Background: an optimization exercise with open tools, aiming at small area. Do not read the settings as production practice.
The RTL was checked by simulation tests, not by an equivalence proof against the original design.

===== config.mk =====
export PLATFORM = sky130hd
export DESIGN_NAME = primeFinder
export DESIGN_NICKNAME = primeFinder
export VERILOG_FILES = /design/flow/design.v
export SDC_FILE = /design/flow/constraint.sdc
export NUM_CORES = 4
export LEC_CHECK = 0
export ABC_AREA = 1
export ABC_CLOCK_PERIOD_IN_PS = 25000
export CAP_MARGIN = 20
export CORE_MARGIN = 2
export CORE_UTILIZATION = 40
export SLEW_MARGIN = 20

===== constraint.sdc =====
create_clock -name core_clock -period 25.0 [get_ports {clk}]
set_input_delay 5.0000 -clock core_clock [delete_from_list [all_inputs] [get_ports {clk}]]
set_output_delay 5.0000 -clock core_clock [all_outputs]
set_load 0.01 [all_outputs]

===== design.v =====
module PrimeCounter(clk, Reset_n, En, TC, T);
	input clk, Reset_n, En;
	output reg TC;
	output reg [9:0] T;
	reg [6:0] P;
	wire wrap = P[6] & P[5] & P[1] & P[0];	 
	always @(posedge clk) begin
		if (!Reset_n) begin
			P <= 7'd0;
			TC <= 1'b0;
			T <= 10'd0;
		end else if (wrap) begin
			P <= 7'd0;
			TC <= 1'b1;
			T <= T + 10'd1;		 
		end else if (En) begin
			P <= P + 7'd1;
			TC <= 1'b0;
		end
	end
endmodule
module PrimeStateMachine(clk, SW, KEYS, Done, state, V);
	input clk;
	input [9:0] SW;
	input [3:0] KEYS;
	input Done;
	output reg [1:0] state;
	output reg [19:0] V;
	reg sLO, sHI, sRST;
	always @(posedge clk) begin
		sLO <= KEYS[0];
		sHI <= KEYS[1];
		sRST <= KEYS[3];
		if (!sRST) begin
			state <= 2'b00;
			V <= 20'd0;
		end else begin
			case (state)
				2'b00: begin
					V[9:0] <= SW;
					if (!sLO) state <= 2'b01;
				end
				2'b01: begin
					V[19:10] <= SW;
					if (!sHI) state <= 2'b11;
				end
				2'b11: if (Done) state <= 2'b10;
				default: ;
			endcase
		end
	end
endmodule
module SevenSegment(value, disp0, disp1, disp2, disp3, disp4, disp5);
	input [19:0] value;
	output [6:0] disp0, disp1, disp2, disp3, disp4, disp5;
	function [3:0] add3(input [3:0] d);
		begin
			add3[3] = d[3] | (d[2] & d[1]) | (d[2] & d[0]);
			add3[2] = (d[3] & d[0]) | (d[2] & ~d[1] & ~d[0]);
			add3[1] = (d[3] & ~d[0]) | (~d[2] & d[1]) | (d[1] & d[0]);
			add3[0] = (d[3] & ~d[0]) | (~d[3] & ~d[2] & d[0]) | (d[2] & d[1] & ~d[0]);
		end
	endfunction
	reg [27:0] bcd;
	integer i, j;
	always @(*) begin
		bcd = 28'd0;
		for (i = 19; i >= 0; i = i - 1) begin
			for (j = 0; j < 7; j = j + 1)
				bcd[4*j +: 4] = add3(bcd[4*j +: 4]);
			bcd = {bcd[26:0], value[i]};
		end
	end
	BCD Disp_0(.value(bcd[3:0]),   .disp(disp0));
	BCD Disp_1(.value(bcd[7:4]),   .disp(disp1));
	BCD Disp_2(.value(bcd[11:8]),  .disp(disp2));
	BCD Disp_3(.value(bcd[15:12]), .disp(disp3));
	BCD Disp_4(.value(bcd[19:16]), .disp(disp4));
	BCD Disp_5(.value(bcd[23:20]), .disp(disp5));
endmodule
module BCD(value, disp);
	input [3:0] value;
	output reg [6:0] disp;
	always @(*) begin
		case (value)
			4'd0: disp = 7'b1000000;
			4'd1: disp = 7'b1111001;
			4'd2: disp = 7'b0100100;
			4'd3: disp = 7'b0110000;
			4'd4: disp = 7'b0011001;
			4'd5: disp = 7'b0010010;
			4'd6: disp = 7'b0000010;
			4'd7: disp = 7'b1111000;
			4'd8: disp = 7'b0000000;
			4'd9: disp = 7'b0011000;
			default: disp = 7'bxxxxxxx;
		endcase
	end
endmodule
module primeFinder(clk, SW, KEYS, LEDR, HEX0, HEX1, HEX2, HEX3, HEX4, HEX5);
	input clk;
	input [9:0] SW;
	input [3:0] KEYS;
	output [9:0] LEDR;
	output [6:0] HEX0, HEX1, HEX2, HEX3, HEX4, HEX5;
	wire [1:0] state;
	wire [19:0] V;
	wire TC;
	wire [9:0] T;
	reg [19:0] D;
	wire calc = state[1] & state[0];
	wire done = T[9] & T[8] & T[7] & T[6] & T[5] & T[3];
	PrimeStateMachine SM_0(.clk(clk), .SW(SW), .KEYS(KEYS), .Done(done), .state(state), .V(V));
	PrimeCounter CalculationTime(.clk(clk), .Reset_n(KEYS[3]), .En(calc), .TC(TC), .T(T));
	always @(posedge clk) begin
		if (!state[1]) D <= V;
		else if (state[0]) D <= {10'd0, T};
		else D <= 20'd888888;
	end
	assign LEDR[0] = ~state[1] & ~state[0];
	assign LEDR[1] = ~state[1] & state[0];
	assign LEDR[2] = calc;
	assign LEDR[3] = state[1] & ~state[0];
	assign LEDR[7:4] = 4'b0000;
	assign LEDR[8] = TC;
	assign LEDR[9] = calc;
	SevenSegment Display_0(.value(D), .disp0(HEX0), .disp1(HEX1), .disp2(HEX2),
		.disp3(HEX3), .disp4(HEX4), .disp5(HEX5));
endmodule

===== flow/run.sh =====
#!/bin/bash
# Standard layout, unchanged; logs kept in the work folder.
bash standard.sh > standard.log 2>&1

===== standard.sh =====
#!/bin/bash
# synth_recipe.tcl (not shown) runs the flow's synth.tcl, then flattens the netlist and writes it again
# the make line also repeats each setting of config.mk as NAME=value (left out here)
make -C /OpenROAD-flow-scripts/flow DESIGN_CONFIG=/design/flow/config.mk WORK_HOME=/design/flow/orfs CLKGATE_MAP_FILE= SYNTH_SCRIPT=/design/flow/synth_recipe.tcl "${@:-finish}"

==> results of run 1 <==
[layout by cell type, fill, tap and decap left out, types with 26 or more instances in the layout]
cell,n
clkdlybuf4s50_1,61
inv_2,44
nand3_1,165
nand2_1,560
dfxtp_1,63
a21oi_1,54
inv_1,137
ha_1,26
o21ai_1,27
o21ai_0,38
nand2_2,98
nor2_1,170
[cell families (layout without fill, tap and decap cells)]
| logic type | after synthesis | count (layout) | share of synthesized area (%) |
|---|---|---|---|
| adders and majority gates | 26 | 26 | 3.83 |
| and+or+nand+nor | 1111 | 1111 | 61.9 |
| xor gates and xnor gates | 5 | 5 | 0.515 |
| AOI/OAI and AO/OA | 146 | 146 | 9.69 |
| buffers and inverters | 200 | 260 | 9.20 |
| DFF | 63 | 63 | 14.8 |
| other | 1 | 4 | 0.0441 |
[layer usage]
metal	GRT usage [%]	share of wire [%]
met5	0	0
met4	2.12	0.52
met3	1.34	2.4
met2	28.2	45
met1	21.7	52
[flip-flops by register name, summed over array words and instances, names as in the netlist]
name                count
SM_0.sHI                1
SM_0.state              2
CalculationTime.T      10
SM_0.V                 20
D                      20
SM_0.sLO                1
CalculationTime.TC      1
SM_0.sRST               1
CalculationTime.P       7
[metrics by stage]
stage	utilization (%)	cell area, um^2	setup slack (ns)	std cells
finish	46.1	9650	13.27	1890
global placement	44.7	9370	13.63	1875
detailed placement	44.7	9370	13.65	1875
global route	46.1	9650	12.38	1890
floorplan	-	8510	14.95	1555
CTS	46.1	9650	13.28	1890
[path summary, 6_finish.rpt]
| check | slack, ns | endpoint | startpoint | cells past startpoint |
|---|---|---|---|---|
| max | 13.27 | HEX5[3] | D[18]$_DFF_P_ | 48 |
| min reg2reg | 0.43 | D[10]$_SDFF_PP0_ | SM_0.V[10]$_SDFFE_PN0P_ | 2 |
| min | 0.43 | D[10]$_SDFF_PP0_ | SM_0.V[10]$_SDFFE_PN0P_ | 2 |
| max reg2reg | 22.86 | CalculationTime.P[5]$_SDFFE_PP0P_ | SM_0.state[1]$_SDFFE_PN0P_ | 7 |
[critical path: cells and delay by family, from the launching register on]
family | cells | cell delay (ns)
compound gates | 5 | 0.83
fa+ha+maj | 1 | 0.32
buf+inv | 10 | 1.25
flops | 1 | 0.46
simple gates | 32 | 3.55
[area by class of cell]
cell class / instances / area [um^2] / share of cell area, %
tap: 275 / 344 / 3.56
clock buffer: 12 / 267 / 2.76
clock inverter: 3 / 17.5 / 0.181
timing repair buffer: 61 / 611 / 6.32
inverter: 184 / 691 / 7.15
sequential: 63 / 1260 / 13.1
multi-input combinational: 1292 / 6460 / 67.0
==> impl_metrics.tcl, run 1 <==
set metrics [dict create \
    synth_warnings 5 \
    cp_slowest_cell "clkdlybuf4s50_1" \
    synth.avg_cell_area_um2 5.47 \
    worstSetupPathType "reg -> out" \
    cts.path.max_buffers 2 \
    setup_violations 0 \
    drc 0 \
    synth.distinct_cells 43 \
    cts_setup_buffers 0 \
    fin_nets 1652 \
    fin_crit_sh_pct 46.9 \
    root_buffer "clkbuf_16" \
    die_w_um 150 \
    grt.total_usage_pct 16.0 \
    grt_pass1_wl_mm 32.0 \
    synth_common_cells "nand2_1 (560), nor2_1 (170), nand3_1 (165)" \
    drive_above_1_share_pct 15.9 \
    max_cap_viol_count 0 \
    htree_levels 3 \
    synth_seq_area_share_pct 14.8 \
    yosysTopAreaCellShare_pct 24.7 \
    synth-edff-count 0 \
    fmax_ghz 0.0853 \
    rsz0062_at_grt "false" \
    cpMostUsedCell "nand2_1" \
    start_kind "flip-flop" \
    syn_inst 1552 \
    worstPathRequired_ns 20.00 \
    portBuffers 61 \
    syn2layout_area_growth_pct 13.6 \
    netlist_area_um2 8500 \
    tightest_slew_ns 0.752 \
    overflow 0 \
    max_slew_margin_pct 49.7 \
    hp-class "reg -> reg" \
    synth_most_common_cell "nand2_1" \
    antenna-diode-count 0 \
    ios 67 \
    synth_area_leaders "nand2_1 (25%), dfxtp_1 (15%), nand3_1 (9.7%)" \
    finalHoldViolCount 0 \
    synth_top_cell_by_area "nand2_1" \
    rows 53 \
    drt_iter0_drc 275 \
    die_y_um 150 \
    numCtsBuffers 9 \
    cts.sinks 63 \
    grt_pass1_vias 7869 \
    postCtsHoldBufs 0 \
    critPathMaxStageDelay_ns 0.54 \
    core_area_um2 21000 \
    drt_wl_total_mm 17.8 \
    worstPathArrival_ns 6.73 \
    vias 8949 \
    tritoncts "done" \
    clkSlewWorstSetupHoldPaths_ns 0.05 \
    timing.setup.tns_ns 0 \
    yosys_register_bits 63 \
    status "timing/DRC/antenna clean" \
    drt.antenna.violating_nets 0 \
    drt-pass1-iter-count 4 \
    finClkSkew_ns 0.00764 \
    ctsResizeCount 0 \
    post-dp-hpwl_mm 14.6 \
    drv_slew 0 \
    path_max_fanout 8 \
    setup.worst_path.end_class "primary output" \
    die-area_um2 22400 \
    start_util_pct 40.5 \
    ys_async_sr_fraction_pct 0 \
    antenna_found_initial 0 \
    wl_per_cell_um 9.41 \
    synth-main-ff-cell "dfxtp_1" \
    viasPerCell 4.73 \
    fill_cells 2311 \
    fin_crit_ns 11.73 \
    grt_max_degree 22 \
    whs_ns 0.430 \
    clk_latency_ns 0.32 \
    place_congestion 0.822 \
]
==> inputs of run 2 (changes only) <==
==> run.sh (new file) <==
#!/bin/bash
# synth_recipe.tcl (not shown) runs the flow's synth.tcl, then flattens the netlist and writes it again
# the make line also repeats each setting of config.mk as NAME=value (left out here)
make -C /OpenROAD-flow-scripts/flow DESIGN_CONFIG=/design/flow/config.mk WORK_HOME=/design/flow/orfs CLKGATE_MAP_FILE= SYNTH_SCRIPT=/design/flow/synth_recipe.tcl finish
removed: flow/run.sh
removed: standard.sh
==> run 2 against run 1 <==
Effect of this change:
- still clean on timing, DRC and antenna
- non-clock buffer count is the same
- count of clock-buffer cells in the layout is the same
- synthesized cell count is the same
- sequential share of layout area is the same
- critical endpoint unchanged
- largest cell class unchanged
- highest routed layer unchanged
==> impl_metrics.tcl, run 2 <==
set metrics [dict create \
    ys_async_sr_fraction_pct 0 \
    finalHoldViolCount 0 \
    finClkSkew_ns 0.00764 \
    drt.antenna.violating_nets 0 \
    postCtsHoldBufs 0 \
    clk_latency_ns 0.32 \
    synth.distinct_cells 43 \
    die-area_um2 22400 \
    synth_common_cells "nand2_1 (560), nor2_1 (170), nand3_1 (165)" \
    fin_nets 1652 \
    synth-main-ff-cell "dfxtp_1" \
    tightest_slew_ns 0.752 \
    cpMostUsedCell "nand2_1" \
    rr_worst_depth 7 \
    grt.total_usage_pct 16.0 \
    fin_crit_ns 11.73 \
    synth-edff-count 0 \
    core_area_um2 21000 \
    drt-pass1-iter-count 4 \
    cts.sinks 63 \
    clkSlewWorstSetupHoldPaths_ns 0.05 \
    tritoncts "done" \
    viasPerCell 4.73 \
    fin_crit_sh_pct 46.9 \
    rrSetupSlack_ns 22.86 \
    start_kind "flip-flop" \
    final_cell_mix "nand2_1 (560), nor2_1 (170), nand3_1 (165)" \
    max_slew_margin_pct 49.7 \
    worstPathRequired_ns 20.00 \
    dpl.cell_count 1875 \
    yosys_register_bits 63 \
    ios 67 \
    portBuffers 61 \
    numCtsBuffers 9 \
    synth_most_common_cell "nand2_1" \
    hp-start "SM_0.V[10]$_SDFFE_PN0P_" \
    synth.avg_cell_area_um2 5.47 \
    die_w_um 150 \
    synth_warnings 5 \
    synth-simple-area-share_pct 61.9 \
    post-dp-hpwl_mm 14.6 \
    synthAdderAreaFrac_pct 3.83 \
    layout_commonest_cell "nand2_1" \
    grt_pass1_vias 7869 \
    hold_end "D[10]$_SDFF_PP0_" \
    drc 0 \
    die_y_um 150 \
    drt_iter0_drc 275 \
    path_max_fanout 8 \
    final_cells 1890 \
    fmax_ghz 0.0853 \
    drive_above_1_share_pct 15.9 \
    drt_wl_total_mm 17.8 \
    grt_max_degree 22 \
    worstReg2RegEnd "CalculationTime.P[5]$_SDFFE_PP0P_" \
    vias 8949 \
    synthXorXnorAreaFrac_pct 0.515 \
    status "timing/DRC/antenna clean" \
    grt_pass1_wl_mm 32.0 \
    syn2layout_area_growth_pct 13.6 \
    yosysTopAreaCellShare_pct 24.7 \
    worstPathArrival_ns 6.73 \
    setup_violations 0 \
    r2r-start "SM_0.state[1]$_SDFFE_PN0P_" \
    final_core_util_pct 46.1 \
    place_congestion 0.822 \
    synth_area_leaders "nand2_1 (25%), dfxtp_1 (15%), nand3_1 (9.7%)" \
    hp-class "reg -> reg" \
    ctsResizeCount 0 \
    synth_top_family_by_area "simple AND/OR/NAND/NOR gates" \
    start_util_pct 40.5 \
    overflow 0 \
    synth_top_cell_by_area "nand2_1" \
    cts_setup_buffers 0 \
    synth_compound_area_share_pct 9.69 \
    drv_slew 0 \
    wl_per_cell_um 9.41 \
    htree_levels 3 \
    rsz0062_at_grt "false" \
    rows 53 \
    synth_seq_area_share_pct 14.8 \
    worstSetupPathType "reg -> out" \
    whs_path_depth 2 \
    top_regs "D: 20 flops, SM_0.V: 20 flops, CalculationTime.T: 10 flops" \
    critPathMaxStageDelay_ns 0.54 \
    antenna-diode-count 0 \
    max_cap_viol_count 0 \
    setup.worst_path.end_class "primary output" \
    timing.setup.tns_ns 0 \
    cts.path.max_buffers 2 \
    syn_inst 1552 \
    antenna_found_initial 0 \
    cp_slowest_cell "clkdlybuf4s50_1" \
    synthMuxAreaShare_pct 0 \
    root_buffer "clkbuf_16" \
    netlist_area_um2 8500 \
]
run 2: cell counts in the layout (fill, tap and decap cells not counted):
No cell type changed its count.
run 2: cells by family (layout without fill, tap and decap cells):
| family | Yosys count | in the layout |
|---|---|---|
| xor+xnor | 5 | 5 |
| flops | 63 | 63 |
| other cells | 1 | 4 |
| fa+ha+maj | 26 | 26 |
| compound gates | 146 | 146 |
| buf+inv | 200 | 260 |
| simple gates | 1111 | 1111 |
run 2: layer usage:
layer	share of wire, %	wire [um]	up-vias	track usage (%)
li1	-	-	5037	-
met1	52	9250	3807	21.7
met2	45	8020	97	28.2
met3	2.4	422	8	1.34
met4	0.52	93	0	2.12
met5	0	0	-	0
run 2: layout make-up:
| class | instances | area [um^2] |
|---|---|---|
| well taps | 275 | 344 |
| inverters | 184 | 691 |
| repair buffers | 61 | 611 |
| flip-flops and latches | 63 | 1260 |
| multi-input cells | 1292 | 6460 |
| clock buffers | 12 | 267 |
| fillers | 2311 | 11300 |
| clock inverters | 3 | 17.5 |
run 2: worst max-delay path by stage:
stage,startpoint,end,depth (start not counted)
floorplan,D[18]$_DFF_P_,HEX5[3],53
global placement,D[18]$_DFF_P_,HEX5[3],48
detailed placement,D[16]$_DFF_P_,HEX5[3],48
CTS,D[16]$_DFF_P_,HEX5[3],48
global route,D[18]$_DFF_P_,HEX5[3],48
finish,D[18]$_DFF_P_,HEX5[3],48
run 2: worst max-delay path, delay by kind of cell, from the launching register on:
kind            cells  cell delay [ns]
compound gates      5             0.83
fa+ha+maj           1             0.32
simple gates       32             3.55
buf+inv            10             1.25
flops               1             0.46
run 2: per-stage QoR:
| step | worst slack, ns | area [um^2] | hold slack [ns] |
|---|---|---|---|
| floorplan | 14.95 | 8510 | 0.410 |
| global placement | 13.63 | 9370 | 0.421 |
| detailed placement | 13.65 | 9370 | 0.423 |
| CTS | 13.28 | 9650 | 0.431 |
| global route | 12.38 | 9650 | 0.443 |
| finish | 13.27 | 9650 | 0.430 |
==> inputs of run 3 (changes only) <==
==> flow/run.sh (new file) <==
#!/bin/bash
# Standard synthesis, then the combinational logic is re-mapped for area
# (flip-flops untouched), then the standard layout from floorplan on, with
# the smallest buffer on the ports. Each tool's output goes to its own log here.
set -euo pipefail
HERE=$(pwd)
R=$HERE/orfs/results/$FLOW_PLATFORM/primeFinder/base
bash standard.sh synth > std_synth.log 2>&1
cp $R/1_2_yosys.v $HERE/1_2_yosys.std.v
export RS_LIB=$FLOW_HOME/platforms/sky130hd/lib/sky130_fd_sc_hd__tt_025C_1v80.lib
export RS_SCRIPT=$HERE/flow/area.abc
export RS_IN=$HERE/1_2_yosys.std.v
export RS_OUT=$HERE/1_2_yosys.rs.v
export RS_STAT=$HERE/resynth_stat.txt
export RS_DONT_USE="$(cat $HERE/flow/dont_use.txt)"
yosys -c $HERE/flow/resynth.tcl > resynth.log 2>&1
cp $RS_OUT $R/1_2_yosys.v
rm -f $R/1_synth.odb $R/1_synth.sdc
bash standard.sh BUFFER_PORTS_ARGS="-buffer_cell sky130_fd_sc_hd__buf_1" CTS_ARGS="-sink_clustering_enable -sink_clustering_size 64 -sink_clustering_max_diameter 500 -buf_list sky130_fd_sc_hd__clkbuf_4 -root_buf sky130_fd_sc_hd__clkbuf_4 -dont_use_dummy_load -repair_clock_nets" finish > std_finish.log 2>&1
==> flow/area.abc (new file) <==
strash
&get -n
&deepsyn -T 60
&put
dch -f
amap
==> flow/dont_use.txt (new file) <==
sky130_fd_sc_hd__lpflow_bleeder_1 sky130_fd_sc_hd__lpflow_clkbufkapwr_1 sky130_fd_sc_hd__lpflow_clkbufkapwr_16 sky130_fd_sc_hd__lpflow_clkbufkapwr_2 sky130_fd_sc_hd__lpflow_clkbufkapwr_4 sky130_fd_sc_hd__lpflow_clkbufkapwr_8 sky130_fd_sc_hd__lpflow_clkinvkapwr_1 sky130_fd_sc_hd__lpflow_clkinvkapwr_16 sky130_fd_sc_hd__lpflow_clkinvkapwr_2 sky130_fd_sc_hd__lpflow_clkinvkapwr_4 sky130_fd_sc_hd__lpflow_clkinvkapwr_8 sky130_fd_sc_hd__lpflow_decapkapwr_12 sky130_fd_sc_hd__lpflow_decapkapwr_3 sky130_fd_sc_hd__lpflow_decapkapwr_4 sky130_fd_sc_hd__lpflow_decapkapwr_6 sky130_fd_sc_hd__lpflow_decapkapwr_8 sky130_fd_sc_hd__lpflow_inputiso0n_1 sky130_fd_sc_hd__lpflow_inputiso0p_1 sky130_fd_sc_hd__lpflow_inputiso1n_1 sky130_fd_sc_hd__lpflow_inputiso1p_1 sky130_fd_sc_hd__lpflow_inputisolatch_1 sky130_fd_sc_hd__lpflow_isobufsrc_1 sky130_fd_sc_hd__lpflow_isobufsrc_16 sky130_fd_sc_hd__lpflow_isobufsrc_2 sky130_fd_sc_hd__lpflow_isobufsrc_4 sky130_fd_sc_hd__lpflow_isobufsrc_8 sky130_fd_sc_hd__lpflow_isobufsrckapwr_16 sky130_fd_sc_hd__lpflow_lsbuf_lh_hl_isowell_tap_1 sky130_fd_sc_hd__lpflow_lsbuf_lh_hl_isowell_tap_2 sky130_fd_sc_hd__lpflow_lsbuf_lh_hl_isowell_tap_4 sky130_fd_sc_hd__lpflow_lsbuf_lh_isowell_4 sky130_fd_sc_hd__lpflow_lsbuf_lh_isowell_tap_1 sky130_fd_sc_hd__lpflow_lsbuf_lh_isowell_tap_2 sky130_fd_sc_hd__lpflow_lsbuf_lh_isowell_tap_4 sky130_fd_sc_hd__probe_p_8 sky130_fd_sc_hd__probec_p_8
==> flow/resynth.tcl (new file) <==
# Re-map the combinational logic of a synthesized netlist for area; flip-flops kept as they are.
yosys -import
set lib $::env(RS_LIB)
set script $::env(RS_SCRIPT)
read_liberty -ignore_miss_func $lib
read_verilog $::env(RS_IN)
hierarchy -top primeFinder
# keep every flip-flop cell as it is (same instance, name and cell type)
foreach m [list sky130_fd_sc_hd__dfxtp_1 sky130_fd_sc_hd__dfxtp_2 sky130_fd_sc_hd__dfxtp_4 sky130_fd_sc_hd__edfxtp_1 sky130_fd_sc_hd__dfrtp_1 sky130_fd_sc_hd__dfstp_1] { if {[llength [tee -q -s result.string select -list =$m]]} { blackbox =$m } }
flatten
hierarchy -top primeFinder
opt -purge
set du {}
foreach c $::env(RS_DONT_USE) { lappend du -dont_use $c }
abc -script $script -liberty $lib {*}$du
opt_clean -purge
read_liberty -lib -overwrite $lib
hilomap -singleton -hicell sky130_fd_sc_hd__conb_1 HI -locell sky130_fd_sc_hd__conb_1 LO
splitnets
opt_clean -purge
tee -o $::env(RS_STAT) stat -liberty $lib
check -assert
write_verilog -noattr -nohex -nodec $::env(RS_OUT)
==> standard.sh (new file) <==
#!/bin/bash
# synth_recipe.tcl (not shown) runs the flow's synth.tcl, then flattens the netlist and writes it again
# the make line also repeats each setting of config.mk as NAME=value (left out here)
make -C /OpenROAD-flow-scripts/flow DESIGN_CONFIG=/design/flow/config.mk WORK_HOME=/design/flow/orfs CLKGATE_MAP_FILE= SYNTH_SCRIPT=/design/flow/synth_recipe.tcl "${@:-finish}"
removed: run.sh
==> run 3 against run 2 <==
Effect of this change:
- critical path depth up 23
- flip-flop and latch count did not move
- non-clock buffer count is the same
- setup slack got worse by 9.0 ns
- cell count down 48%
- sequential share of layout area rose by 11 points
- hold slack worse by 0.0075 ns
- synthesized cell count is 50% lower
- synthesized area fell by 44%
- via count down 40%
- largest cell class unchanged
==> impl_metrics.tcl, run 3 <==
set metrics [dict create \
    status "timing/DRC/antenna clean" \
    grt_max_degree 23 \
    cpMostUsedCell "nor2_1" \
    whs_path_depth 1 \
    drt_iter0_drc 255 \
    final_cells 986 \
    final_core_util_pct 45.5 \
    syn2layout_area_growth_pct 10.3 \
    layout_commonest_cell "nor2_1" \
    wl_per_cell_um 11.2 \
    final.setup.worst_slack_ns 4.26 \
    antenna_found_initial 0 \
    portBuffers 61 \
    postCtsHoldBufs 0 \
    worstReg2RegEnd "CalculationTime.P[1]$_SDFFE_PP0P_" \
    drive_above_1_share_pct 1.07 \
    viasPerCell 5.43 \
    finalHoldViolCount 0 \
    hp-class "reg -> reg" \
    drt.antenna.violating_nets 0 \
    fin_crit_sh_pct 82.9 \
    timing.setup.tns_ns 0 \
    hp-start "SM_0.sHI$_DFF_P_" \
    drt_wl_total_mm 11.0 \
    die_y_um 113 \
    setup.worst_path.end_class "primary output" \
    setup_violations 0 \
    max_slew_margin_pct 34.3 \
    cts_setup_buffers 0 \
    grt_pass1_wl_mm 19.8 \
    grt.total_usage_pct 17.8 \
    path_max_fanout 7 \
    cts.sinks 63 \
    fill_cells 1211 \
    vias 5357 \
    hold_end "SM_0.state[1]$_SDFFE_PN0P_" \
    clkSlewWorstSetupHoldPaths_ns 0.08 \
    overflow 0 \
    ctsResizeCount 0 \
    post-dp-hpwl_mm 8.97 \
    max_cap_viol_count 0 \
    worstPathRequired_ns 20.00 \
    design_area_um2 5220 \
    fin_nets 860 \
    fmax_ghz 0.0482 \
    htree_levels 3 \
    rsz0062_at_grt "false" \
    fin_crit_ns 20.74 \
    tightest_slew_ns 0.982 \
    root_buffer "clkbuf_4" \
    synth_warnings 5 \
    ios 67 \
    start_kind "flip-flop" \
    start_util_pct 41.3 \
    numCtsBuffers 9 \
    finClkSkew_ns 0.0243 \
    top_regs "D: 20 flops, SM_0.V: 20 flops, CalculationTime.T: 10 flops" \
    tritoncts "done" \
    antenna-diode-count 0 \
    r2r-start "SM_0.state[1]$_SDFFE_PN0P_" \
    drt-pass1-iter-count 5 \
    cp_slowest_cell "o31ai_1" \
    place_congestion 0.797 \
    worstPathArrival_ns 15.74 \
    place_area_um2 5150 \
    rr_worst_depth 6 \
    rows 39 \
    netlist_area_um2 4730 \
    drc 0 \
    grt_pass1_vias 4850 \
    worstSetupPathType "reg -> out" \
    dp_slack_ns 4.96 \
    synth.avg_cell_area_um2 6.15 \
    cts.path.max_buffers 2 \
    clk_latency_ns 0.38 \
    drv_slew 0 \
    die-area_um2 12700 \
    dpl.cell_count 977 \
    critPathMaxStageDelay_ns 0.66 \
    core_area_um2 11500 \
    rrSetupSlack_ns 21.96 \
    syn_inst 770 \
    die_w_um 113 \
    final_cell_mix "nor2_1 (226), clkinv_1 (107), o21ai_0 (94)" \
]
-- run 3: worst max-delay path by stage --
| stage | startpoint | end | cells past startpoint |
|---|---|---|---|
| 6_report | D[19]$_DFF_P_ | HEX4[0] | 71 |
| 5_1_grt | D[19]$_DFF_P_ | HEX4[0] | 71 |
| 4_1_cts | D[19]$_DFF_P_ | HEX4[0] | 71 |
| 3_5_place_dp | D[19]$_DFF_P_ | HEX4[0] | 71 |
| 3_3_place_gp | D[19]$_DFF_P_ | HEX4[0] | 71 |
| 2_1_floorplan | D[19]$_DFF_P_ | HEX4[0] | 69 |
-- run 3: stage by stage --
step | hold WS, ns
global route | 0.436
detailed placement | 0.401
CTS | 0.427
finish | 0.422
floorplan | 0.387
global placement | 0.390
-- run 3: worst max-delay path: cells and delay by family (launching register included) --
family	cells	cell delay, ns
compound gates	29	8.94
buf+inv	14	2.39
flops	1	0.37
simple gates	28	3.65
-- run 3: metal layers --
metal	track usage [%]	up-vias	wire length (um)
met2	31.9	123	5290
met5	0	-	0
met4	5.69	0	153
met1	22.4	2383	5240
li1	-	2837	-
met3	1.61	14	363
-- run 3: final cells by class --
type / instances / area [um^2] / share of cell area (%)
Tap cell: 143 / 179 / 3.43
Inverter: 107 / 402 / 7.69
Sequential cell: 63 / 1260 / 24.2
Multi-Input combinational cell: 603 / 3080 / 59.0
Clock buffer: 9 / 67.6 / 1.29
Timing Repair Buffer: 61 / 229 / 4.39
==> inputs of run 4 (changes only) <==
--- a/flow/run.sh
+++ b/flow/run.sh
@@ -18,2 +18,2 @@
 rm -f $R/1_synth.odb $R/1_synth.sdc
-bash standard.sh BUFFER_PORTS_ARGS="-buffer_cell sky130_fd_sc_hd__buf_1" CTS_ARGS="-sink_clustering_enable -sink_clustering_size 64 -sink_clustering_max_diameter 500 -buf_list sky130_fd_sc_hd__clkbuf_4 -root_buf sky130_fd_sc_hd__clkbuf_4 -dont_use_dummy_load -repair_clock_nets" finish > std_finish.log 2>&1
+bash standard.sh BUFFER_PORTS_ARGS="-buffer_cell sky130_fd_sc_hd__buf_1" finish > std_finish.log 2>&1
==> run 4 against run 3 <==
Effect of this change:
- first-iteration DRC count rose by 7.8%
- routed wire length is 1.4% higher
- sequential share of layout area fell by 1.1 points
- critical path type unchanged
==> impl_metrics.tcl, run 4 <==
set metrics [dict create \
    cts.path.max_buffers 2 \
    critPathMaxStageDelay_ns 0.66 \
    fin_crit_ns 20.62 \
    hp-start "SM_0.sHI$_DFF_P_" \
    drv_slew 0 \
    die_w_um 113 \
    drt.antenna.violating_nets 0 \
    fin_crit_sh_pct 82.5 \
    finalHoldViolCount 0 \
    netlist_area_um2 4730 \
    drive_above_1_share_pct 1.65 \
    rr_worst_depth 6 \
    path_max_fanout 7 \
    whs_path_depth 1 \
    final_cell_mix "nor2_1 (226), clkinv_1 (107), o21ai_0 (94)" \
    top_regs "D: 20 flops, SM_0.V: 20 flops, CalculationTime.T: 10 flops" \
    root_buffer "clkbuf_16" \
    htree_levels 3 \
    wl_per_cell_um 11.3 \
    drt_wl_total_mm 11.2 \
    die-area_um2 12700 \
    rsz0062_at_grt "false" \
    start_util_pct 41.3 \
    post-dp-hpwl_mm 8.97 \
    antenna-diode-count 0 \
    worstPathArrival_ns 15.62 \
    syn2layout_area_growth_pct 15.7 \
    status "timing/DRC/antenna clean" \
    synth_warnings 5 \
    die_y_um 113 \
    grt_max_degree 23 \
    setup_violations 0 \
    worstPathRequired_ns 20.00 \
    dpl.cell_count 977 \
    grt.total_usage_pct 18.1 \
    hp-class "reg -> reg" \
    overflow 0 \
    clkSlewWorstSetupHoldPaths_ns 0.05 \
    drc 0 \
    rows 39 \
    ios 67 \
    worstSetupPathType "reg -> out" \
    start_kind "flip-flop" \
    grt_pass1_vias 4880 \
    drt_iter0_drc 275 \
    finClkSkew_ns 0.00576 \
    max_cap_viol_count 0 \
    rrSetupSlack_ns 21.90 \
    syn_inst 770 \
    grt_pass1_wl_mm 20.1 \
    cp_slowest_cell "o31ai_1" \
    vias 5366 \
    postCtsHoldBufs 0 \
    synth.avg_cell_area_um2 6.15 \
    r2r-start "SM_0.state[1]$_SDFFE_PN0P_" \
    cpMostUsedCell "nor2_1" \
    timing.setup.tns_ns 0 \
    fill_cells 1170 \
    clk_latency_ns 0.32 \
    dp_slack_ns 4.96 \
    final.setup.worst_slack_ns 4.38 \
    fin_nets 860 \
    core_area_um2 11500 \
    place_congestion 0.797 \
    numCtsBuffers 9 \
    layout_commonest_cell "nor2_1" \
    tritoncts "done" \
    setup.worst_path.end_class "primary output" \
    final_cells 993 \
    fmax_ghz 0.0485 \
    portBuffers 61 \
    cts_setup_buffers 0 \
    worstReg2RegEnd "CalculationTime.P[1]$_SDFFE_PP0P_" \
    ctsResizeCount 0 \
    hold_end "SM_0.state[1]$_SDFFE_PN0P_" \
    max_slew_margin_pct 34.5 \
    antenna_found_initial 0 \
    tightest_slew_ns 0.979 \
    cts.sinks 63 \
    drt-pass1-iter-count 4 \
    viasPerCell 5.40 \
]
run 4: how the worst max path moves through the flow:
| stage | start | to | slack [ns] | depth (start not counted) |
|---|---|---|---|---|
| final | D[19]$_DFF_P_ | HEX4[0] | 4.38 | 71 |
| after global routing | D[19]$_DFF_P_ | HEX4[0] | 2.19 | 71 |
| after CTS | D[19]$_DFF_P_ | HEX4[0] | 4.62 | 71 |
| after detailed placement | D[19]$_DFF_P_ | HEX4[0] | 4.96 | 71 |
| after global placement | D[19]$_DFF_P_ | HEX4[0] | 5.79 | 71 |
| after floorplan | D[19]$_DFF_P_ | HEX4[0] | 7.71 | 69 |
run 4: worst max-delay path, delay by kind of cell (launching register included):
| family | cells | cell delay [ns] |
|---|---|---|
| AO/OA/AOI/OAI | 29 | 8.89 |
| flip-flops | 1 | 0.36 |
| buffers and inverters | 14 | 2.37 |
| AND/OR/NAND/NOR | 28 | 3.65 |
run 4: area by class of cell:
type / instances / area [um^2] / share of cell area [%]
flip-flops and latches: 63 / 1260 / 23.0
well taps: 143 / 179 / 3.27
repair buffers: 61 / 229 / 4.18
clock inverters: 3 / 65.1 / 1.19
clock buffers: 13 / 260 / 4.75
inverters: 107 / 402 / 7.33
multi-input cells: 603 / 3080 / 56.3
run 4: stage by stage:
stage / area (um^2) / hold WS [ns] / utilization [%]
after floorplan: 4750 / 0.387 / -
after global placement: 5150 / 0.390 / 44.9
after detailed placement: 5150 / 0.401 / 44.9
after CTS: 5480 / 0.409 / 47.8
after global routing: 5480 / 0.416 / 47.8
final: 5480 / 0.410 / 47.8
run 4: routing by layer:
layer / track usage [%] / part of all wire, % / vias to the layer above
li1: - / - / 2841
met1: 22.7 / 48 / 2392
met2: 32.7 / 48 / 121
met3: 1.93 / 3.3 / 12
met4: 5.04 / 0.99 / 0
met5: 0 / 0 / -
==> inputs of run 5 (changes only) <==
==> design.v (replaced) <==
module PrimeCounter(clk, Reset_n, En, TC);
	input clk, Reset_n, En;
	output reg TC;
	reg [6:0] P;
	wire wrap = P[6] & P[5] & P[1] & P[0];	 
	always @(posedge clk) begin
		if (!Reset_n) begin
			P <= 7'd0;
			TC <= 1'b0;
		end else if (wrap) begin
			P <= 7'd0;
			TC <= 1'b1;
		end else if (En) begin
			P <= P + 7'd1;
			TC <= 1'b0;
		end
	end
endmodule
module PrimeStateMachine(clk, KEYS, Done, sRST, state, F);
	input clk;
	input [3:0] KEYS;
	input Done;
	output reg sRST;
	output reg [1:0] state;
	output reg F;
	reg sKEY;
	reg [1:0] next;
	always @(*) begin
		next = state;
		if (!sRST) next = 2'b00;
		else case (state)
			2'b00: if (!sKEY) next = 2'b01;
			2'b01: if (!sKEY) next = 2'b11;
			2'b11: if (Done) next = 2'b10;
			default: ;
		endcase
	end
	always @(posedge clk) begin
		sRST <= KEYS[3];
		sKEY <= (next == 2'b00) ? KEYS[0] : KEYS[1];
		state <= next;
		F <= (next == state);
	end
endmodule
module SevenSegment(hi, lo, disp0, disp1, disp2, disp3, disp4, disp5);
	input [9:0] hi, lo;
	output [6:0] disp0, disp1, disp2, disp3, disp4, disp5;
	function [3:0] add3(input [3:0] d);
		case (d)
			4'd0: add3 = 4'd0; 4'd1: add3 = 4'd1; 4'd2: add3 = 4'd2; 4'd3: add3 = 4'd3; 4'd4: add3 = 4'd4;
			4'd5: add3 = 4'd8; 4'd6: add3 = 4'd9; 4'd7: add3 = 4'd10; 4'd8: add3 = 4'd11; 4'd9: add3 = 4'd12;
			default: add3 = 4'bxxxx;
		endcase
	endfunction
	wire [9:0] H = hi;
	wire [9:0] L = lo;
	wire [14:0] M = {H, 4'b0} + {H, 3'b0} + L;	 
	wire [4:0] mh = M[14:10];
	wire [10:0] N = {mh, 4'b0} + {mh, 3'b0} + M[9:0];	 
	wire [10:0] Q0 = H + mh;	 
	reg [12:0] dl;
	wire [10:0] Q = Q0 + dl[12];
	reg [11:0] dh;
	integer i, j;
	always @(*) begin
		dl = 13'd0;
		for (i = 10; i >= 0; i = i - 1) begin
			for (j = 0; j < 3; j = j + 1) dl[4*j +: 4] = add3(dl[4*j +: 4]);
			dl = {dl[11:0], N[i]};
		end
		dh = 12'd0;
		for (i = 10; i >= 0; i = i - 1) begin
			for (j = 0; j < 3; j = j + 1) dh[4*j +: 4] = add3(dh[4*j +: 4]);
			dh = {dh[10:0], Q[i]};
		end
	end
	BCD Disp_0(.value(dl[3:0]),   .disp(disp0));
	BCD Disp_1(.value(dl[7:4]),   .disp(disp1));
	BCD Disp_2(.value(dl[11:8]),  .disp(disp2));
	BCD Disp_3(.value(dh[3:0]),   .disp(disp3));
	BCD Disp_4(.value(dh[7:4]),   .disp(disp4));
	BCD Disp_5(.value(dh[11:8]),  .disp(disp5));
endmodule
module BCD(value, disp);
	input [3:0] value;
	output reg [6:0] disp;
	always @(*) begin
		case (value)
			4'd0: disp = 7'b1000000;
			4'd1: disp = 7'b1111001;
			4'd2: disp = 7'b0100100;
			4'd3: disp = 7'b0110000;
			4'd4: disp = 7'b0011001;
			4'd5: disp = 7'b0010010;
			4'd6: disp = 7'b0000010;
			4'd7: disp = 7'b1111000;
			4'd8: disp = 7'b0000000;
			4'd9: disp = 7'b0011000;
			default: disp = 7'bxxxxxxx;
		endcase
	end
endmodule
module primeFinder(clk, SW, KEYS, LEDR, HEX0, HEX1, HEX2, HEX3, HEX4, HEX5);
	input clk;
	input [9:0] SW;
	input [3:0] KEYS;
	output [9:0] LEDR;
	output [6:0] HEX0, HEX1, HEX2, HEX3, HEX4, HEX5;
	wire sRST, F, TC;
	wire [1:0] state;
	reg [9:0] X, Y, Z;
	wire load_lo = ~state[1] & ~state[0];
	wire load_hi = ~state[1] & state[0];
	wire calc = state[1] & state[0];
	wire show = state[1] & ~state[0];
	wire done = TC & Y[9] & Y[8] & Y[7] & Y[6] & Y[5] & Y[2] & Y[1] & Y[0];
	PrimeStateMachine SM_0(.clk(clk), .KEYS(KEYS), .Done(done), .sRST(sRST), .state(state), .F(F));
	PrimeCounter CalculationTime(.clk(clk), .Reset_n(KEYS[3]), .En(calc), .TC(TC));
	always @(posedge clk) begin
		Z <= sRST ? SW : 10'd0;
		X <= (load_hi & F) ? Z : show ? 10'd868 : 10'd0;
		if (load_lo | (load_hi & ~F)) Y <= Z;
		else if (calc) Y <= (F & sRST) ? Y + {9'd0, TC} : 10'd0;
		else if (show) Y <= 10'd56;
	end
	assign LEDR[0] = load_lo;
	assign LEDR[1] = load_hi;
	assign LEDR[2] = calc;
	assign LEDR[3] = show;
	assign LEDR[7:4] = 4'b0000;
	assign LEDR[8] = TC;
	assign LEDR[9] = calc;
	SevenSegment Display_0(.hi(X), .lo(Y), .disp0(HEX0), .disp1(HEX1), .disp2(HEX2),
		.disp3(HEX3), .disp4(HEX4), .disp5(HEX5));
endmodule
--- a/flow/run.sh
+++ b/flow/run.sh
@@ -18,2 +18,2 @@
 rm -f $R/1_synth.odb $R/1_synth.sdc
-bash standard.sh BUFFER_PORTS_ARGS="-buffer_cell sky130_fd_sc_hd__buf_1" finish > std_finish.log 2>&1
+bash standard.sh BUFFER_PORTS_ARGS="-buffer_cell sky130_fd_sc_hd__buf_1" CTS_ARGS="-sink_clustering_enable -sink_clustering_size 64 -sink_clustering_max_diameter 500 -buf_list sky130_fd_sc_hd__clkbuf_4 -root_buf sky130_fd_sc_hd__clkbuf_4 -dont_use_dummy_load -repair_clock_nets" finish > std_finish.log 2>&1
==> run 5 against run 4 <==
Effect of this change:
- still clean
- setup slack got worse by 0.45 ns
- maximum frequency fell by 2.2%
- count of clock-buffer cells in the layout fell by 8
- critical path depth rose by 23
- flip-flop and latch count fell by 20
- hold slack improved by 0.027 ns
- clock skew rose by 0.0040 ns
- die area fell by 20%
- global-route usage fell by 1.2 points
- sequential share of layout area rose by 0.093 points
==> impl_metrics.tcl, run 5 <==
set metrics [dict create \
    fin_nets 708 \
    netlist_area_um2 3740 \
    fill_cells 981 \
    drv_slew 0 \
    die_w_um 101 \
    portBuffers 61 \
    fin_crit_sh_pct 84.3 \
    hp-start "Z[7]$_SDFF_PN0_" \
    clkSlewWorstSetupHoldPaths_ns 0.11 \
    synth.avg_cell_area_um2 6.01 \
    cpMostUsedCell "o21ai_0" \
    antenna_found_initial 0 \
    cp_slowest_cell "o21ai_0" \
    clk_latency_ns 0.34 \
    ctsResizeCount 0 \
    viasPerCell 5.19 \
    worstSetupPathType "reg -> out" \
    grt_pass1_vias 3647 \
    drc 0 \
    drt-pass1-iter-count 4 \
    finClkSkew_ns 0.00975 \
    finalHoldViolCount 0 \
    path_max_fanout 5 \
    antenna-diode-count 0 \
    status "timing/DRC/antenna clean" \
    synth_warnings 5 \
    whs_path_depth 2 \
    worstPathRequired_ns 20.00 \
    grt_max_degree 22 \
    start_util_pct 40.9 \
    setup.worst_path.end_class "primary output" \
    wl_per_cell_um 10.5 \
    place_congestion 0.816 \
    overflow 0 \
    r2r-start "Y[0]$_DFFE_PP_" \
    drt_wl_total_mm 8.44 \
    fin_crit_ns 21.07 \
    rsz0062_at_grt "false" \
    hp-class "reg -> reg" \
    vias 4162 \
    final_cell_mix "nor2_1 (146), clkinv_1 (90), o21ai_0 (78)" \
    cts.path.max_buffers 2 \
    drt.antenna.violating_nets 0 \
    final.setup.worst_slack_ns 3.93 \
    max_cap_viol_count 0 \
    htree_levels 2 \
    timing.setup.tns_ns 0 \
    top_regs "X: 10 flops, Y: 10 flops, Z: 10 flops" \
    dpl.cell_count 797 \
    die_y_um 101 \
    syn2layout_area_growth_pct 11.1 \
    core_area_um2 9150 \
    worstPathArrival_ns 16.07 \
    ios 67 \
    grt.total_usage_pct 16.9 \
    syn_inst 622 \
    cts.sinks 43 \
    multi_input_area_um2 2450 \
    critPathMaxStageDelay_ns 0.48 \
    rrSetupSlack_ns 22.40 \
    postCtsHoldBufs 0 \
    cts_setup_buffers 0 \
    die-area_um2 10100 \
    place_area_um2 4120 \
    drive_above_1_share_pct 0.724 \
    dp_slack_ns 4.41 \
    max_slew_margin_pct 50.5 \
    root_buffer "clkbuf_4" \
    worstReg2RegEnd "Y[9]$_DFFE_PP_" \
    drt_iter0_drc 155 \
    design_area_um2 4160 \
    regArea_um2 961 \
    rr_worst_depth 13 \
    hold_end "X[7]$_SDFF_PN0_" \
    post-dp-hpwl_mm 7.04 \
    layout_commonest_cell "nor2_1" \
    numCtsBuffers 5 \
    tightest_slew_ns 0.741 \
    grt_pass1_wl_mm 14.8 \
    final_cells 802 \
    rows 35 \
    setup_violations 0 \
    tritoncts "done" \
    start_kind "flip-flop" \
    fmax_ghz 0.0475 \
]
-- run 5: how the worst max path moves through the flow --
stage          slack (ns)             from       to  cells after the start
2_1_floorplan        6.76  X[3]$_SDFF_PN0_  HEX3[0]                     95
6_report             3.93  X[3]$_SDFF_PN0_  HEX3[3]                     94
4_1_cts              3.95  X[3]$_SDFF_PN0_  HEX3[3]                     91
5_1_grt              1.31  X[3]$_SDFF_PN0_  HEX3[3]                     96
3_3_place_gp         4.88  X[3]$_SDFF_PN0_  HEX3[0]                     92
3_5_place_dp         4.41  X[3]$_SDFF_PN0_  HEX3[3]                     91
-- run 5: final cells by class --
type / instances / share of cell area (%)
multi-input combinational: 492 / 59.0
sequential: 43 / 23.1
timing repair buffer: 61 / 5.51
tap: 111 / 3.34
clock buffer: 5 / 0.903
inverter: 90 / 8.13
-- run 5: worst max-delay path: cells and delay by family, from the launching register on --
family | cells | cell delay (ns)
flops | 1 | 0.42
simple gates | 39 | 5.15
compound gates | 41 | 8.24
buf+inv | 14 | 1.88
-- run 5: layer usage --
layer	routed length (um)	share of wire [%]	global-route usage [%]
met1	4140	49	21.6
met2	4000	47	30.6
met3	215	2.5	1.60
met4	88	1.0	3.69
met5	0	0	0
-- run 5: metrics by stage --
| stage | util, % | hold WS (ns) |
|---|---|---|
| 3_3_place_gp | 45.0 | 0.422 |
| 6_report | 45.4 | 0.437 |
| 2_1_floorplan | - | 0.403 |
| 5_1_grt | 45.4 | 0.461 |
| 4_1_cts | 45.4 | 0.444 |
| 3_5_place_dp | 45.0 | 0.418 |
==> inputs of run 6 (changes only) <==
--- a/design.v
+++ b/design.v
@@ -1,15 +1,20 @@
-module PrimeCounter(clk, Reset_n, En, TC);
+module PrimeCounter(clk, Reset_n, En, Act, Phi, Pnext, TC, P0);
 	input clk, Reset_n, En;
+	input Act;	 
+	input [6:1] Phi;
+	output [6:1] Pnext;	 
 	output reg TC;
-	reg [6:0] P;
-	wire wrap = P[6] & P[5] & P[1] & P[0];	 
+	output reg P0;
+	wire wrap = Act & Phi[6] & Phi[4] & Phi[3] & ~Phi[2] & Phi[1] & P0;	 
+	wire step = Reset_n & ~wrap & En;
+	assign Pnext = step ? {Phi[5:1], P0} : 6'd0;
 	always @(posedge clk) begin
 		if (!Reset_n) begin
-			P <= 7'd0;
+			P0 <= 1'b0;
 			TC <= 1'b0;
 		end else if (wrap) begin
-			P <= 7'd0;
+			P0 <= 1'b0;
 			TC <= 1'b1;
 		end else if (En) begin
-			P <= P + 7'd1;
+			P0 <= ~(Phi[6] ^ Phi[2]);
 			TC <= 1'b0;
@@ -18,3 +23,3 @@
 endmodule
-module PrimeStateMachine(clk, KEYS, Done, sRST, state, F);
+module PrimeStateMachine(clk, KEYS, Done, sRST, state, next, F);
 	input clk;
@@ -24,5 +29,5 @@
 	output reg [1:0] state;
+	output reg [1:0] next;
 	output reg F;
 	reg sKEY;
-	reg [1:0] next;
 	always @(*) begin
@@ -41,3 +46,3 @@
 		state <= next;
-		F <= (next == state);
+		F <= (next == state) & sRST;
 	end
@@ -108,4 +113,5 @@
 	output [6:0] HEX0, HEX1, HEX2, HEX3, HEX4, HEX5;
-	wire sRST, F, TC;
-	wire [1:0] state;
+	wire sRST, F, TC, P0;
+	wire [1:0] state, next;
+	wire [6:1] Pnext;
 	reg [9:0] X, Y, Z;
@@ -116,8 +122,12 @@
 	wire done = TC & Y[9] & Y[8] & Y[7] & Y[6] & Y[5] & Y[2] & Y[1] & Y[0];
-	PrimeStateMachine SM_0(.clk(clk), .KEYS(KEYS), .Done(done), .sRST(sRST), .state(state), .F(F));
-	PrimeCounter CalculationTime(.clk(clk), .Reset_n(KEYS[3]), .En(calc), .TC(TC));
+	PrimeStateMachine SM_0(.clk(clk), .KEYS(KEYS), .Done(done), .sRST(sRST), .state(state),
+		.next(next), .F(F));
+	PrimeCounter CalculationTime(.clk(clk), .Reset_n(KEYS[3]), .En(calc), .Act(state[1]), .Phi(Z[5:0]),
+		.Pnext(Pnext), .TC(TC), .P0(P0));
 	always @(posedge clk) begin
-		Z <= sRST ? SW : 10'd0;
+		Z[9:6] <= SW[9:6];
+		Z[5:0] <= next[1] ? Pnext : SW[5:0];
 		X <= (load_hi & F) ? Z : show ? 10'd868 : 10'd0;
-		if (load_lo | (load_hi & ~F)) Y <= Z;
+		if (load_lo) Y <= F ? Z : 10'd0;
+		else if (load_hi & ~F) Y <= Z;
 		else if (calc) Y <= (F & sRST) ? Y + {9'd0, TC} : 10'd0;
==> run 6 against run 5 <==
Effect of this change:
- critical path depth grew 1
- count of clock-buffer cells in the layout is the same
- synthesized area shrank 4.0%
- maximum frequency grew 4.2%
- setup slack gained 0.85 ns
- cell count shrank 1.5%
- synthesized cell count shrank 1.6%
- flip-flop and latch count shrank 6
- largest cell class unchanged
==> impl_metrics.tcl, run 6 <==
set metrics [dict create \
    drt.antenna.violating_nets 0 \
    critical_path_buf_inv_count 8 \
    timing.setup.tns_ns 0 \
    worstSetupPathType "reg -> out" \
    grt_pass1_wl_mm 14.8 \
    cts.path.max_buffers 2 \
    portBuffers 61 \
    hp-class "reg -> reg" \
    drt_wl_total_mm 8.29 \
    cts_setup_buffers 0 \
    antenna-diode-count 0 \
    regArea_um2 841 \
    path_max_fanout 6 \
    fill_cells 957 \
    setup_violations 0 \
    worstPathRequired_ns 20.00 \
    drive_above_1_share_pct 0.880 \
    rows 34 \
    netlist_area_um2 3590 \
    drv_slew 0 \
    finalHoldViolCount 0 \
    fin_crit_sh_pct 80.9 \
    worstPathArrival_ns 15.22 \
    start_kind "flip-flop" \
    htree_levels 2 \
    cpMostUsedCell "nor2_1" \
    max_slew_margin_pct 47.9 \
    fmax_ghz 0.0494 \
    antenna_found_initial 0 \
    cp_slowest_cell "o21ai_0" \
    top_regs "X: 10 flops, Y: 10 flops, Z: 10 flops" \
    syn2layout_area_growth_pct 11.7 \
    tightest_slew_ns 0.773 \
    root_buffer "clkbuf_4" \
    numCtsBuffers 5 \
    die_w_um 98.8 \
    clkSlewWorstSetupHoldPaths_ns 0.11 \
    drt-pass1-iter-count 5 \
    viasPerCell 5.19 \
    drt_iter0_drc 161 \
    whs_ns 0.400 \
    ctsResizeCount 0 \
    rsz0062_at_grt "false" \
    grt.total_usage_pct 17.2 \
    post-dp-hpwl_mm 7.01 \
    synth.avg_cell_area_um2 5.87 \
    wl_per_cell_um 10.5 \
    setup.worst_path.end_class "primary output" \
    final_cells 790 \
    final_core_util_pct 46.0 \
    drc 0 \
    grt_max_degree 22 \
    vias 4101 \
    synth_warnings 5 \
    cp_top_family "simple AND/OR/NAND/NOR gates" \
    overflow 0 \
    tritoncts "done" \
    max_cap_viol_count 0 \
    start_util_pct 41.2 \
    layout_commonest_cell "nor2_1" \
    final_cell_mix "nor2_1 (156), clkinv_1 (90), o21ai_0 (73)" \
    fin_crit_ns 20.22 \
    core_area_um2 8720 \
    critPathMaxStageDelay_ns 0.47 \
    dpl.cell_count 785 \
    status "timing/DRC/antenna clean" \
    postCtsHoldBufs 0 \
    finClkSkew_ns 0.0275 \
    clk_latency_ns 0.34 \
    ios 67 \
    rrSetupSlack_ns 22.47 \
    syn_inst 612 \
    die-area_um2 9750 \
    fin_nets 699 \
    multi_input_area_um2 2420 \
    cts.sinks 37 \
    die_y_um 98.8 \
    place_congestion 0.796 \
    grt_pass1_vias 3590 \
]
[run 6: per-stage QoR]
step	worst slack, ns	cell area [um^2]
2_1_floorplan	7.17	3600
3_3_place_gp	5.63	3980
3_5_place_dp	5.24	3980
4_1_cts	4.78	4010
5_1_grt	2.16	4010
6_report	4.78	4010
[run 6: cell type report]
| class | instances | share of cell area, % |
|---|---|---|
| clock buffer | 5 | 0.935 |
| inverter | 90 | 8.42 |
| multi-input combinational | 488 | 60.4 |
| sequential | 37 | 21.0 |
| tap | 108 | 3.37 |
| timing repair buffer | 62 | 5.89 |
[run 6: path summary, 6_finish.rpt]
check / start / to / cells after the start
hold / removal: Z[7]$_DFF_P_ / X[7]$_SDFF_PN0_ / 2
setup / recovery: X[2]$_DFF_P_ / HEX4[0] / 95
hold reg to reg: Z[7]$_DFF_P_ / X[7]$_SDFF_PN0_ / 2
setup reg to reg: Y[0]$_DFFE_PP_ / Y[8]$_DFFE_PP_ / 11
[run 6: layer usage]
| layer | global-route usage (%) | part of all wire (%) |
|---|---|---|
| met1 | 21.8 | 49 |
| met5 | 0 | 0 |
| met2 | 31.9 | 48 |
| met4 | 3.58 | 0.84 |
| met3 | 1.35 | 2.5 |
[run 6: worst register-to-register path, cell delays in order (launching register included)]
cell	delay [ns]
edfxtp_1	0.36
clkinv_1	0.14
nor2_1	0.22
nand2_1	0.11
nor2_1	0.33
nand3_1	0.20
nor2_1	0.24
nand2_1	0.11
nor2_1	0.20
clkinv_1	0.11
nor2_1	0.14
o32ai_1	0.10
==> inputs of run 7 (changes only) <==
--- a/design.v
+++ b/design.v
@@ -11,12 +11,5 @@
 	always @(posedge clk) begin
-		if (!Reset_n) begin
-			P0 <= 1'b0;
-			TC <= 1'b0;
-		end else if (wrap) begin
-			P0 <= 1'b0;
-			TC <= 1'b1;
-		end else if (En) begin
-			P0 <= ~(Phi[6] ^ Phi[2]);
-			TC <= 1'b0;
-		end
+		TC <= Reset_n & wrap;
+		if (!Reset_n | wrap) P0 <= 1'b0;
+		else if (En) P0 <= ~(Phi[6] ^ Phi[2]);
 	end
@@ -130,6 +123,6 @@
 		X <= (load_hi & F) ? Z : show ? 10'd868 : 10'd0;
-		if (load_lo) Y <= F ? Z : 10'd0;
-		else if (load_hi & ~F) Y <= Z;
-		else if (calc) Y <= (F & sRST) ? Y + {9'd0, TC} : 10'd0;
+		if ((load_lo & F) | (load_hi & ~F)) Y <= Z;
+		else if ((load_hi & F) | (calc & F & sRST)) Y <= Y + {9'd0, TC};
 		else if (show) Y <= 10'd56;
+		else Y <= 10'd0;
 	end
--- a/config.mk
+++ b/config.mk
@@ -11,3 +11,4 @@
 export CORE_MARGIN = 2
-export CORE_UTILIZATION = 40
+export CORE_UTILIZATION = 65
+export PLACE_DENSITY = 0.75
 export SLEW_MARGIN = 20
==> run 7 against run 6 <==
Effect of this change:
- via count is 1.4% higher
- synthesized cell count is 1.3% lower
- still clean
- critical path depth is 3 lower
- routed wire length is 5.0% lower
- maximum frequency is 0.87% lower
- die area is 40% lower
- count of clock-buffer cells in the layout stayed put
==> impl_metrics.tcl, run 7 <==
set metrics [dict create \
    drc 0 \
    antenna_found_initial 0 \
    critPathMaxStageDelay_ns 0.47 \
    top_regs "X: 10 flops, Y: 10 flops, Z: 10 flops" \
    setup.worst_path.end_class "primary output" \
    whs_ns 0.426 \
    rsz0062_at_grt "false" \
    fin_crit_ns 20.40 \
    clkSlewWorstSetupHoldPaths_ns 0.09 \
    grt_max_degree 11 \
    grt_pass1_wl_mm 13.6 \
    rows 26 \
    vias 4160 \
    portBuffers 61 \
    finalHoldViolCount 0 \
    max_cap_viol_count 0 \
    setup_violations 0 \
    post-dp-hpwl_mm 6.57 \
    worstSetupPathType "reg -> out" \
    drt_iter0_drc 205 \
    cts.sinks 37 \
    fin_nets 691 \
    start_util_pct 67.1 \
    final_core_util_pct 74.4 \
    fmax_ghz 0.0490 \
    drt_wl_total_mm 7.87 \
    cts.path.max_buffers 2 \
    ios 67 \
    place_area_um2 3760 \
    worstPathArrival_ns 15.40 \
    numCtsBuffers 5 \
    drt-pass1-iter-count 6 \
    cp_slowest_cell "o21ai_0" \
    die_w_um 76.6 \
    grt.total_usage_pct 26.9 \
    start_kind "flip-flop" \
    place_congestion 0.833 \
    finClkSkew_ns 0.00764 \
    htree_levels 2 \
    overflow 0 \
    fin_crit_sh_pct 81.6 \
    syn_inst 604 \
    root_buffer "clkbuf_4" \
    layout_commonest_cell "nor2_1" \
    postCtsHoldBufs 0 \
    netlist_area_um2 3430 \
    final_cell_mix "nor2_1 (135), clkinv_1 (94), o21ai_0 (88)" \
    hp-class "reg -> reg" \
    cts_setup_buffers 0 \
    tritoncts "done" \
    synth_warnings 5 \
    die_y_um 76.6 \
    timing.setup.tns_ns 0 \
    drv_slew 0 \
    grt_pass1_vias 3527 \
    max_slew_margin_pct 38.2 \
    ctsResizeCount 0 \
    status "timing/DRC/antenna clean" \
    die-area_um2 5870 \
    syn2layout_area_growth_pct 10.9 \
    path_max_fanout 7 \
    design_area_um2 3800 \
    tightest_slew_ns 0.918 \
    drt.antenna.violating_nets 0 \
    drive_above_1_share_pct 0.890 \
    core_area_um2 5110 \
    viasPerCell 5.59 \
    antenna-diode-count 0 \
    clk_latency_ns 0.34 \
    wl_per_cell_um 10.6 \
    synth.avg_cell_area_um2 5.67 \
    cpMostUsedCell "nand2_1" \
    worstPathRequired_ns 20.00 \
]
-- run 7: cell types whose count changed in the layout (fill, tap and decap cells not counted), moves of 3 or more --
| cell | previous run | this run |
|---|---|---|
| nor2_1 | 156 | 135 |
| o21ai_0 | 73 | 88 |
| dfxtp_1 | 27 | 37 |
| edfxtp_1 | 10 | 0 |
| nor2b_1 | 18 | 8 |
| o21a_1 | 14 | 5 |
| nand2_1 | 67 | 75 |
| o211ai_1 | 4 | 9 |
| clkinv_1 | 90 | 94 |
| a221oi_1 | 3 | 0 |
| nor3_1 | 16 | 19 |
| o221ai_1 | 0 | 3 |
| o22ai_1 | 24 | 27 |
-- run 7: worst paths after layout --
| kind | startpoint | endpoint | slack [ns] | cells past startpoint |
|---|---|---|---|---|
| setup / recovery | X[1]$_SDFF_PN0_ | HEX5[3] | 4.60 | 92 |
| hold / removal | Z[7]$_DFF_P_ | X[7]$_SDFF_PN0_ | 0.43 | 2 |
| setup reg to reg | SM_0.state[1]$_DFF_P_ | Y[3]$_DFF_P_ | 22.84 | 5 |
| hold reg to reg | Z[7]$_DFF_P_ | X[7]$_SDFF_PN0_ | 0.43 | 2 |
-- run 7: cell type report --
| type | instances | area [um^2] |
|---|---|---|
| clock buffer | 5 | 37.5 |
| timing repair buffer | 62 | 236 |
| multi-input combinational | 476 | 2340 |
| fill | 445 | 1310 |
| inverter | 94 | 353 |
| sequential | 37 | 741 |
| tap | 70 | 87.6 |
-- run 7: critical path, delay by kind of cell, from the launching register on --
family | cells | cell delay (ns)
simple gates | 46 | 5.57
compound gates | 36 | 7.57
flops | 1 | 0.41
buf+inv | 10 | 1.51
-- run 7: per-layer routing --
metal,global-route usage (%),vias to the layer above,share of wire [%]
met5,0,-,0
met1,30.2,1815,44
met4,7.64,0,1.2
li1,-,2242,-
met3,2.96,9,3.5
met2,52.7,94,51
-- run 7: stage by stage --
step | std cells | setup WS (ns)
3_3_place_gp | 739 | 5.83
2_1_floorplan | 607 | 7.45
6_report | 744 | 4.60
3_5_place_dp | 739 | 5.18
4_1_cts | 744 | 4.75
5_1_grt | 744 | 2.15

## what the ideal ports hide
In the flow no input, the clock included, has a driving cell. The finished layouts below were timed again as built, in two steps. Step 1 (the two cells are an assumption about what drives the block):
set clk [get_ports {clk}]
set_driving_cell -lib_cell sky130_fd_sc_hd__clkbuf_16 $clk
set_driving_cell -lib_cell sky130_fd_sc_hd__buf_2 [delete_from_list [all_inputs] $clk]
Step 2 moves the port delays by t, midway between the first and last clock arrival at a register: inputs arrive t later, outputs are due t later. That takes back most of the time a late clock gives input paths. a / b / c = no drivers / after step 1 / after step 2; a / b = the first two.
run	shift t [ns]	setup slack, ns	hold slack, ns	worst data-port slew with drivers (ns)
run 1	0.348	13.272 / 13.239 / 13.587	0.430 / 0.430 / 0.430	0.04
run 2	0.348	13.272 / 13.239 / 13.587	0.430 / 0.430 / 0.430	0.04
run 3	0.394	4.263 / 4.239 / 4.633	0.422 / 0.422 / 0.422	0.03
run 4	0.350	4.379 / 4.348 / 4.698	0.410 / 0.410 / 0.410	0.04
run 5	0.361	3.925 / 3.902 / 4.263	0.437 / 0.437 / 0.437	0.03
run 6	0.354	4.776 / 4.753 / 5.107	0.400 / 0.400 / 0.400	0.03
run 7	0.358	4.599 / 4.578 / 4.936	0.426 / 0.426 / 0.426	0.03
After both steps setup and hold are still met in every run listed.
